Context: an optimization exercise on an open-source flow, tuned for a short achievable clock period and few clock cycles. The choices shown serve that exercise and are no tape-out recipe.
The RTL was checked by simulation tests, not by an equivalence proof against the original design.
Power is estimated from default activity; no workload was simulated.

==> design/flow/design.v <==
module program_counter #(
         parameter n = 32 
        )(
        input logic clk,
        input logic reset_n,
        input logic [n-1:0] data_in,
        output logic [n-1:0] data_o
        );
        always@(posedge clk, negedge reset_n) begin
            if(!reset_n) begin
                data_o <= 0;
            end
            else begin
                data_o <= data_in;
            end
        end
endmodule                        
module alu #( parameter ALU_WIDTH = 32 ) (
    input  logic [ALU_WIDTH - 1 : 0 ] op1, op2 ,
    input  logic [ 3 : 0 ] alu_ctrl ,  
    output logic [ALU_WIDTH - 1 : 0 ] alu_result,
    output logic zero
    );
    always_comb begin
    case (alu_ctrl)
        4'b0000 : alu_result = op1 + op2 ;  
        4'b1000 : alu_result = op1 - op2 ;  
        4'b0111 : alu_result = op1 & op2 ;  
        4'b0110 : alu_result = op1 | op2 ;  
        4'b0100 : alu_result = op1 ^ op2 ;  
        4'b0001 : alu_result = op1 << op2[4:0];  
        4'b0101 : alu_result = op1 >> op2[4:0] ; 
        4'b1101 : alu_result = $signed(op1) >>> op2[4:0] ; 
        4'b0010 : alu_result = $signed(op1) < $signed(op2)? 1 : 0 ;  
        4'b0011 : alu_result = (op1 < op2) ? 1 : 0 ;  
        default : alu_result = '0;
    endcase
     zero = (alu_result == 0 )? 1'b1 : 1'b0;
    end
endmodule
module alu_control(
    input logic  [1:0]alu_op,
    input logic  [31:0]inst,
    output logic [3:0]alu_ctrl
    );
    logic [2:0]func3;
    logic [6:0]func7;
    assign func3 = inst[14:12];
    assign func7 = inst[31:25];
    always_comb begin
        case (alu_op)
            2'b00: begin
                alu_ctrl = 4'b0000;
            end
            2'b01: begin
                alu_ctrl = 4'b1000;
            end
            2'b10: begin
                alu_ctrl = {func7[5],func3[2:0]};
             end
             2'b11: begin
                    alu_ctrl = {(func3 == 3'b101) & func7[5],func3[2:0]};
             end
               default: alu_ctrl = 4'b0000;
        endcase
    end
endmodule
module main_control(
    input logic [6:0] opcode,
    output logic reg_write,
    output logic mem_write,
    output logic mem_read,
    output logic mem_to_reg,
    output logic [1:0] alu_op,
    output logic alu_src,
    output logic branch
);
    always_comb begin
        mem_read = 0;
        case (opcode)
            7'b0110011: begin
                     reg_write = 1;
                     mem_write = 0;
                     mem_to_reg= 0;
                     alu_op = 2'b10;
                     alu_src= 0;
                     branch = 0;
            end
            7'b0010011 : begin
                     reg_write = 1;
                     mem_write = 0;
                     mem_to_reg= 0;
                     alu_op = 2'b11;
                     alu_src= 1;
                     branch = 0;
             end
             7'b0000011 : begin
                     reg_write = 1;
                     mem_write = 0;
                     mem_read  = 1;
                     mem_to_reg= 1;
                     alu_op = 2'b00;
                     alu_src= 1;
                     branch = 0;
             end
             7'b0100011 : begin
                     reg_write = 0;
                     mem_write = 1;
                     mem_to_reg= 0;
                     alu_op = 2'b00;
                     alu_src= 1;
                     branch = 0;
             end
             7'b1100011 : begin
                     reg_write = 0;
                     mem_write = 0;
                     mem_to_reg= 0;
                     alu_op = 2'b01;
                     alu_src= 0;
                     branch = 1;
             end
             default: begin
                     reg_write = 0;
                     mem_write = 0;
                     mem_to_reg = 0;
                     alu_op = 2'b00;
                     alu_src = 0;
                     branch = 0;
             end
    endcase
  end
endmodule
module control_unit #(parameter WIDTH = 32)
    (
    input logic [ WIDTH - 1 : 0 ] inst,
    output logic reg_write,
    output logic mem_write,
    output logic mem_read,
    output logic mem_to_reg,
    output logic alu_src,
    output logic branch,
    output logic [3:0] alu_ctrl
);
    logic [1:0] alu_op;
    main_control mc(
                .opcode(inst[6:0]),
                .reg_write(reg_write),
                .mem_write(mem_write),
                .mem_read(mem_read),
                .mem_to_reg(mem_to_reg),
                .alu_op(alu_op),
                .alu_src(alu_src),
                .branch(branch)
    );
    alu_control aluctrl(
                .inst(inst),
                .alu_op(alu_op),
                .alu_ctrl(alu_ctrl)
    );
endmodule
module imm_gen(
    input  logic [31:0] inst,
    output logic [31:0] imm
    );
    logic [6:0] opcode;
    assign opcode = inst[6:0];
    always_comb begin
    case ( opcode )
        7'b0010011 : imm = {{20{inst[31]}}, inst[31:20]};
        7'b0000011 : imm = {{20{inst[31]}}, inst[31:20]};
        7'b0100011 : imm = {{20{inst[31]}}, inst[31:25], inst[11:7]} ;
        7'b1100011 : imm = {{19{inst[31]}}, inst[31], inst[7], inst[30:25], inst[11:8], 1'b0} ;
        default : imm = '0 ;
    endcase
end
endmodule
module reg_file#( parameter REGF_WIDTH = 32 )(
    input clk,
    input reset_n,
    input reg_write,
    input [4:0] raddr1,
    input [4:0] raddr2,
    input [4:0] waddr,
    input [REGF_WIDTH-1:0] wdata,
    output logic [REGF_WIDTH - 1 : 0] rdata1,
    output logic [REGF_WIDTH - 1 : 0] rdata2
);
    logic [REGF_WIDTH -1:0] register_file [REGF_WIDTH -1:1];
    integer i;
    always_ff @(posedge clk, negedge reset_n) begin
        if (!reset_n) begin
           for(i = 1; i < REGF_WIDTH; i = i + 1)
            register_file[i] <= '0;
        end
        else if (reg_write & (waddr !=0)) begin
        register_file[waddr] <= wdata;
        end
    end
    assign rdata1 = (raddr1 == 0) ? '0 : register_file[raddr1];
    assign rdata2 = (raddr2 == 0) ? '0 : register_file[raddr2];
endmodule
module data_path#(parameter n = 32)
                (
                    input logic clk,
                    input logic reset_n,
                    input logic branch,
                    input logic ALUsrc,
                    input logic memToReg,
                    input logic mem_write,
                    input logic reg_write,
                    input logic [3:0] alu_ctrl,
                    output logic [n-1:0] inst,
                    output logic [n-1:0] imem_addr,
                    input  logic [n-1:0] imem_rdata,
                    output logic [n-1:0] dmem_addr,
                    output logic [n-1:0] dmem_wdata,
                    input  logic [n-1:0] dmem_rdata
                );
    logic [n-1:0] data_o;
    logic [n-1:0] rdata;
    logic [n-1:0] imm;
    logic [$clog2(n)-1:0] raddr1;
    logic [$clog2(n)-1:0] raddr2;
    logic [$clog2(n)-1:0] waddr;
    logic [n-1:0] rdata1;
    logic [n-1:0] rdata2;
    logic [n-1:0] alu_result;
    logic [n-1:0] mux_output1;
    logic [n-1:0] mux_output2;
    logic [n-1:0] mux_output3;
    logic PCsrc;
    logic zero;
    assign PCsrc = zero & branch;
    assign raddr1 = inst[19:15];
    assign raddr2 = inst[24:20];
    assign waddr = inst[11:7];
    assign mux_output1 = (ALUsrc)? imm: rdata2;
    assign mux_output2 = (memToReg)? rdata: alu_result;
    assign mux_output3 = (PCsrc)? data_o + imm: data_o + 4;
    assign imem_addr  = data_o;
    assign inst       = imem_rdata;
    assign dmem_addr  = alu_result;
    assign dmem_wdata = rdata2;
    assign rdata      = dmem_rdata;
    imm_gen i(
     .inst(inst),
     .imm(imm)
    );
    reg_file #(n) f(
    .clk(clk),
    .reset_n(reset_n),
    .reg_write(reg_write),
    .raddr1(raddr1),
    .raddr2(raddr2),
    .waddr(waddr),
    .wdata(mux_output2),
    .rdata1(rdata1),
    .rdata2(rdata2)
    );
    alu #(n) u(
    .op1(rdata1),
    .op2(mux_output1),
    .alu_ctrl(alu_ctrl),
    .alu_result(alu_result),
    .zero(zero)
    );
    program_counter #(n) p(
    .clk(clk),
    .reset_n(reset_n),
    .data_in(mux_output3),
    .data_o(data_o)
    );
endmodule
module rv32i_top #(parameter n = 32)
                (
                input  logic          clk,
                input  logic          reset_n,
                output logic [n-1:0]  imem_addr,
                input  logic [n-1:0]  imem_rdata,
                output logic [n-1:0]  dmem_addr,
                output logic [n-1:0]  dmem_wdata,
                output logic          dmem_we,
                output logic          dmem_re,
                input  logic [n-1:0]  dmem_rdata
                );
                 logic branch;
                 logic ALUsrc;
                 logic memToReg;
                 logic mem_write;
                 logic mem_read;
                 logic reg_write;
                 logic [3:0] alu_ctrl;
                 logic [n-1:0] inst;
    data_path#(n)
                dp(
                    .clk(clk),
                    .reset_n(reset_n),
                    .branch(branch),
                    .ALUsrc(ALUsrc),
                    .memToReg(memToReg),
                    .mem_write(mem_write),
                    .reg_write(reg_write),
                    .alu_ctrl(alu_ctrl),
                    .inst(inst),
                    .imem_addr(imem_addr),
                    .imem_rdata(imem_rdata),
                    .dmem_addr(dmem_addr),
                    .dmem_wdata(dmem_wdata),
                    .dmem_rdata(dmem_rdata)
                );
    control_unit #( n )cu(
                .inst(inst),
                .reg_write(reg_write),
                .mem_write(mem_write),
                .mem_read(mem_read),
                .mem_to_reg(memToReg),
                .alu_src(ALUsrc),
                .branch(branch),
                .alu_ctrl(alu_ctrl)
    );
    assign dmem_we = mem_write;
    assign dmem_re = mem_read;
endmodule
==> design/flow/run.sh <==
#!/bin/bash
# synth_recipe.tcl (not shown) runs the flow's synth.tcl, then flattens the netlist and writes it again
# the make line also repeats each setting of config.mk as NAME=value (left out here)
make -C /OpenROAD-flow-scripts/flow DESIGN_CONFIG=/design/flow/config.mk WORK_HOME=/design/flow/orfs CLKGATE_MAP_FILE= SYNTH_SCRIPT=/design/flow/synth_recipe.tcl finish
==> design/flow/config.mk <==
export PLATFORM = sky130hd
export DESIGN_NAME = rv32i_top
export DESIGN_NICKNAME = rv32i_top
export VERILOG_FILES = /design/flow/design.v
export SDC_FILE = /design/flow/constraint.sdc
export NUM_CORES = 4
export LEC_CHECK = 0
export CAP_MARGIN = 20
export CORE_MARGIN = 2
export CORE_UTILIZATION = 40
export SETUP_SLACK_MARGIN = 0.5
export SLEW_MARGIN = 20
==> design/flow/constraint.sdc <==
create_clock -name core_clock -period 12.0 [get_ports {clk}]
set_input_delay 2.4000 -clock core_clock [delete_from_list [all_inputs] [get_ports {clk}]]
set_output_delay 2.4000 -clock core_clock [all_outputs]
set_load 0.01 [all_outputs]
==> notes.md <==
repair_timing:
| action | in CTS | in global routing |
|---|---|---|
| gates resized for setup | 44 | 64 |
| cloned | 3 | 5 |
| pin swaps | 17 | 23 |
| setup endpoints to repair | 15 | 13 |
| buffers inserted | 24 | 16 |
registers in the layout (all words and copies together), names as in the netlist:
register and cells:
dp.f.register_file 992, dp.p.data_o 32
area by class of cell:
class                           count  area (sq um)  share of cell area, %
Sequential cell                  1024         25600                   35.0
Inverter                          120           450                  0.616
Clock buffer                      167          3290                   4.50
Antenna cell                       15          37.5                 0.0513
Multi-Input combinational cell   5603         34200                   46.8
Clock inverter                     38           543                  0.742
Timing Repair Buffer              709          6440                   8.80
Tap cell                         2044          2560                   3.50
worst paths after layout:
path | end | slack (ps)
max | dmem_addr[28] | 390
max reg2reg | dp.p.data_o[18]$_DFF_PN0_ | 4180
max in group asynchronous | dp.f.register_file[25][29]$_DFFE_PN0P_ | 7850
min in group asynchronous | dp.f.register_file[21][24]$_DFFE_PN0P_ | 1740
min reg2reg | dp.f.register_file[20][24]$_DFFE_PN0P_ | 500
min | dp.f.register_file[20][24]$_DFFE_PN0P_ | 500
kinds of logic (layout without fill, tap and decap cells):
| group | Yosys count | after routing | share of synthesized area, % |
|---|---|---|---|
| other | 0 | 15 | 0 |
| AOI/OAI and AO/OA | 2363 | 2363 | 24.2 |
| DFF | 1024 | 1024 | 41.4 |
| buffers and inverters | 822 | 1034 | 5.20 |
| and+or+nand+nor | 2784 | 2786 | 21.3 |
| adders and majority gates | 134 | 134 | 2.74 |
| muxes | 243 | 243 | 4.16 |
| xor gates and xnor gates | 77 | 77 | 1.09 |
per-layer routing:
layer / routed length, um / global-route usage (%)
met4: 32000 / 29.8
met1: 142000 / 60.7
met2: 147000 / 63.6
met3: 51800 / 15.5
met5: 187 / 0
per-stage QoR:
stage | cell area (sq um) | instances | power, W
floorplan | 61900 | 7447 | 0.00402
global placement | 68300 | 9452 | 0.00459
detailed placement | 68300 | 9452 | 0.00459
CTS | 72600 | 9684 | 0.00822
global route | 73100 | 9707 | 0.00844
finish | 73200 | 9720 | 0.00827
synthesized netlist by cell type (20+ instances only):
cell	number	area [sq um]
sky130_fd_sc_hd__xor2_1	39	342
sky130_fd_sc_hd__clkbuf_1	588	2210
sky130_fd_sc_hd__nand3_1	444	2220
sky130_fd_sc_hd__a222oi_1	37	370
sky130_fd_sc_hd__a31oi_1	27	169
sky130_fd_sc_hd__mux2i_1	135	1350
sky130_fd_sc_hd__nand2b_1	22	138
sky130_fd_sc_hd__nor4_1	48	300
sky130_fd_sc_hd__inv_1	115	432
sky130_fd_sc_hd__buf_1	48	180
sky130_fd_sc_hd__mux2_2	102	1150
sky130_fd_sc_hd__o21ai_0	1066	5340
sky130_fd_sc_hd__and2_1	20	125
sky130_fd_sc_hd__dfrtp_1	1024	25600
sky130_fd_sc_hd__o211a_1	21	210
sky130_fd_sc_hd__o211ai_1	25	188
sky130_fd_sc_hd__a21o_1	36	270
sky130_fd_sc_hd__a2111oi_0	89	780
sky130_fd_sc_hd__o22ai_1	35	219
sky130_fd_sc_hd__a211oi_1	56	420
sky130_fd_sc_hd__buf_2	55	275
sky130_fd_sc_hd__ha_1	131	1640
sky130_fd_sc_hd__nand4_1	154	963
sky130_fd_sc_hd__nand2_1	1256	4710
sky130_fd_sc_hd__nor2_1	252	946
sky130_fd_sc_hd__a221o_1	21	210
sky130_fd_sc_hd__nor3_1	97	485
sky130_fd_sc_hd__nor2b_1	28	175
sky130_fd_sc_hd__and3_1	343	2150
sky130_fd_sc_hd__nor3b_1	25	188
sky130_fd_sc_hd__xnor2_1	38	333
sky130_fd_sc_hd__a31o_2	20	175
sky130_fd_sc_hd__a221oi_1	58	508
sky130_fd_sc_hd__a21oi_1	275	1380
sky130_fd_sc_hd__a22oi_1	424	3180
power breakdown:
part	leakage, nW	switching, W	internal, W	total, W
combinational	17.0	0.000751	0.000307	0.00106
clock	1.85	0.00161	0.00206	0.00366
sequential	14.2	0.0000572	0.00349	0.00355
worst max-delay path: cells and delay by family:
kind	cells	cell delay, ps
AO/OA/AOI/OAI	12	2290
XOR/XNOR	1	200
adder cells (fa/ha/maj)	1	280
buffers and inverters	10	2850
AND/OR/NAND/NOR	5	1070
==> out/metrics.json <==
{
  "crit_slowest_cell": {"value": "sky130_fd_sc_hd__clkdlybuf4s50_1"},
  "dp_slack": {"value": -95.5, "unit": "ps"},
  "outcome": {"value": "complete, no violations"},
  "rsz0062_at_grt": {"value": "yes"},
  "most-common-layout-cells": {"value": "1232 x sky130_fd_sc_hd__nand2_1, 1048 x sky130_fd_sc_hd__o21ai_0, 1024 x sky130_fd_sc_hd__dfrtp_1"},
  "post_route_cells_drive_above_1_share": {"value": 14.0, "unit": "%"},
  "cts_max_path_buffers": {"value": 3},
  "fill_cells": {"value": 15159},
  "globalRouteOverflowTotal": {"value": 0},
  "synth-seq-area-share": {"value": 41.4, "unit": "%"},
  "ys_types": {"value": 93},
  "syn-num-nets": {"value": 7647},
  "holdCritPathClass": {"value": "reg -> reg"},
  "layout_commonest_cell": {"value": "sky130_fd_sc_hd__nand2_1"},
  "finish.net_count": {"value": 7773},
  "synthCells": {"value": 7447},
  "timing.critical_path.arrival": {"value": 9210, "unit": "ps"},
  "worstSetupStartpointType": {"value": "input port"},
  "core.rowCount": {"value": 144},
  "required": {"value": 9600, "unit": "ps"},
  "numClockSinks": {"value": 1024},
  "setup-violations-final": {"value": 0},
  "synth_area": {"value": 61900, "unit": "sq um"},
  "route.detailed.vias_per_inst": {"value": 6.98},
  "finalCoreUtilization": {"value": 47.6, "unit": "%"},
  "ant_nets": {"value": 0},
  "route.vias.total": {"value": 67884},
  "fin_skew": {"value": 103, "unit": "ps"},
  "syn_to_final_growth": {"value": 18.2, "unit": "%"},
  "h-tree-depth": {"value": 3},
  "clkLatencyLatePin": {"value": 820, "unit": "ps"},
  "irDropWorstVdd": {"value": 0.000140, "unit": "V"},
  "critical_path_peak_fanout": {"value": 24},
  "chipHeight": {"value": 397, "unit": "um"},
  "reg2regPathDepth": {"value": 28},
  "portBuffers": {"value": 163},
  "clkSlewWorstSetupHoldPaths": {"value": 60, "unit": "ps"},
  "worstSetupStartpoint": {"value": "imem_rdata[17]"},
  "drc": {"value": 0},
  "ys_ff_latch": {"value": 1024},
  "drt_pre_antenna_iters": {"value": 10},
  "synthesis.yosys.warnings": {"value": 7},
  "powerDensity": {"value": 113, "unit": "nW/um^2"},
  "ys_async_sr_fraction": {"value": 100, "unit": "%"},
  "hold_path_depth": {"value": 2},
  "grt_util_all_layers": {"value": 45.9, "unit": "%"},
  "floorplan.io_pins": {"value": 164},
  "setup.worst_path.class": {"value": "in -> out"},
  "grt_pass1_vias": {"value": 62705},
  "cp_slowest_stage_delay": {"value": 550, "unit": "ps"},
  "gp_congestion": {"value": 1.10},
  "max-cap-violations": {"value": 0},
  "r2r-start": {"value": "dp.f.register_file[6][4]$_DFFE_PN0P_"},
  "postLayoutSetupSlackWorst": {"value": 394, "unit": "ps"},
  "root_driver": {"value": "sky130_fd_sc_hd__clkbuf_16"},
  "antenna_found_initial": {"value": 34},
  "coreArea": {"value": 154000, "unit": "sq um"},
  "cts_hold_buf": {"value": 0},
  "die_boundary_width": {"value": 397, "unit": "um"},
  "finalWirelength": {"value": 373000, "unit": "um"},
  "leakage": {"value": 33.0, "unit": "nW"},
  "route.detailed.wl_per_inst": {"value": 38.4, "unit": "um"},
  "slew_headroom": {"value": 15.3, "unit": "%"},
  "dpl.hpwl": {"value": 247000, "unit": "um"},
  "number_of_enable_type_register_cells_in_the_synthesized_netlist": {"value": 0},
  "grt_first_pass_wirelength": {"value": 513000, "unit": "um"},
  "end_kind": {"value": "output pin"},
  "part_of_the_cycle_the_worst_path_needs": {"value": 96.7, "unit": "%"},
  "min_period": {"value": 11610, "unit": "ps"},
  "worstMarginPinSlew": {"value": 1270, "unit": "ps"},
  "critical_path.most_common_cell": {"value": "sky130_fd_sc_hd__buf_4"},
  "finalHoldWorstSlack": {"value": 502, "unit": "ps"},
  "fmax": {"value": 86.2, "unit": "MHz"},
  "fp.dieArea": {"value": 158000, "unit": "sq um"},
  "grt_start_max_net_pins": {"value": 165},
  "number_of_hold_slack_violations_in_the_final_timing_report": {"value": 0},
  "avgSynthCellArea": {"value": 8.32, "unit": "sq um"},
  "floorplan.initialDensity": {"value": 40.2, "unit": "%"},
  "first_iter_violations": {"value": 11088},
  "timing_max_transition_violations_final": {"value": 0},
  "ys.flop_type": {"value": "sky130_fd_sc_hd__dfrtp_1"},
  "totalNegativeSetupSlack": {"value": 0, "unit": "ps"},
  "worstHoldStart": {"value": "dp.f.register_file[20][24]$_DFFE_PN0P_"},
  "cts-buffers-inserted": {"value": 115},
  "cts_tree": {"value": "done"}
}
Testbench counts, summed over its fixed seeds: cycles 133,685.

re-timing with driven ports:
The results above use ideal ports. As a check the final layout listed here was re-extracted and re-timed, cells and wires unchanged. Step 1 (the two cells are an assumption about what drives the block):
set clk [get_ports {clk}]
set_driving_cell -lib_cell sky130_fd_sc_hd__clkbuf_16 $clk
set_driving_cell -lib_cell sky130_fd_sc_hd__buf_2 [delete_from_list [all_inputs] $clk]
Step 2, shift: input delay + t, output delay - t, t = (earliest + latest rising clock arrival at the registers) / 2. This alone moves slack from input paths to output paths. Slacks: no drivers / after step 1 / after step 2; pairs: no drivers / after step 1.
shift t [ns]: 0.851
setup WS [ns]: 0.394 / 0.372 / 0.372
latest minus earliest clock arrival (ns): 0.103 / 0.103
cell pins on the clock port's net: 1
After both steps this run still meets setup and hold. For this run, drivers alone change the setup slack by -0.022 ns; drivers and shift together by -0.022 ns.
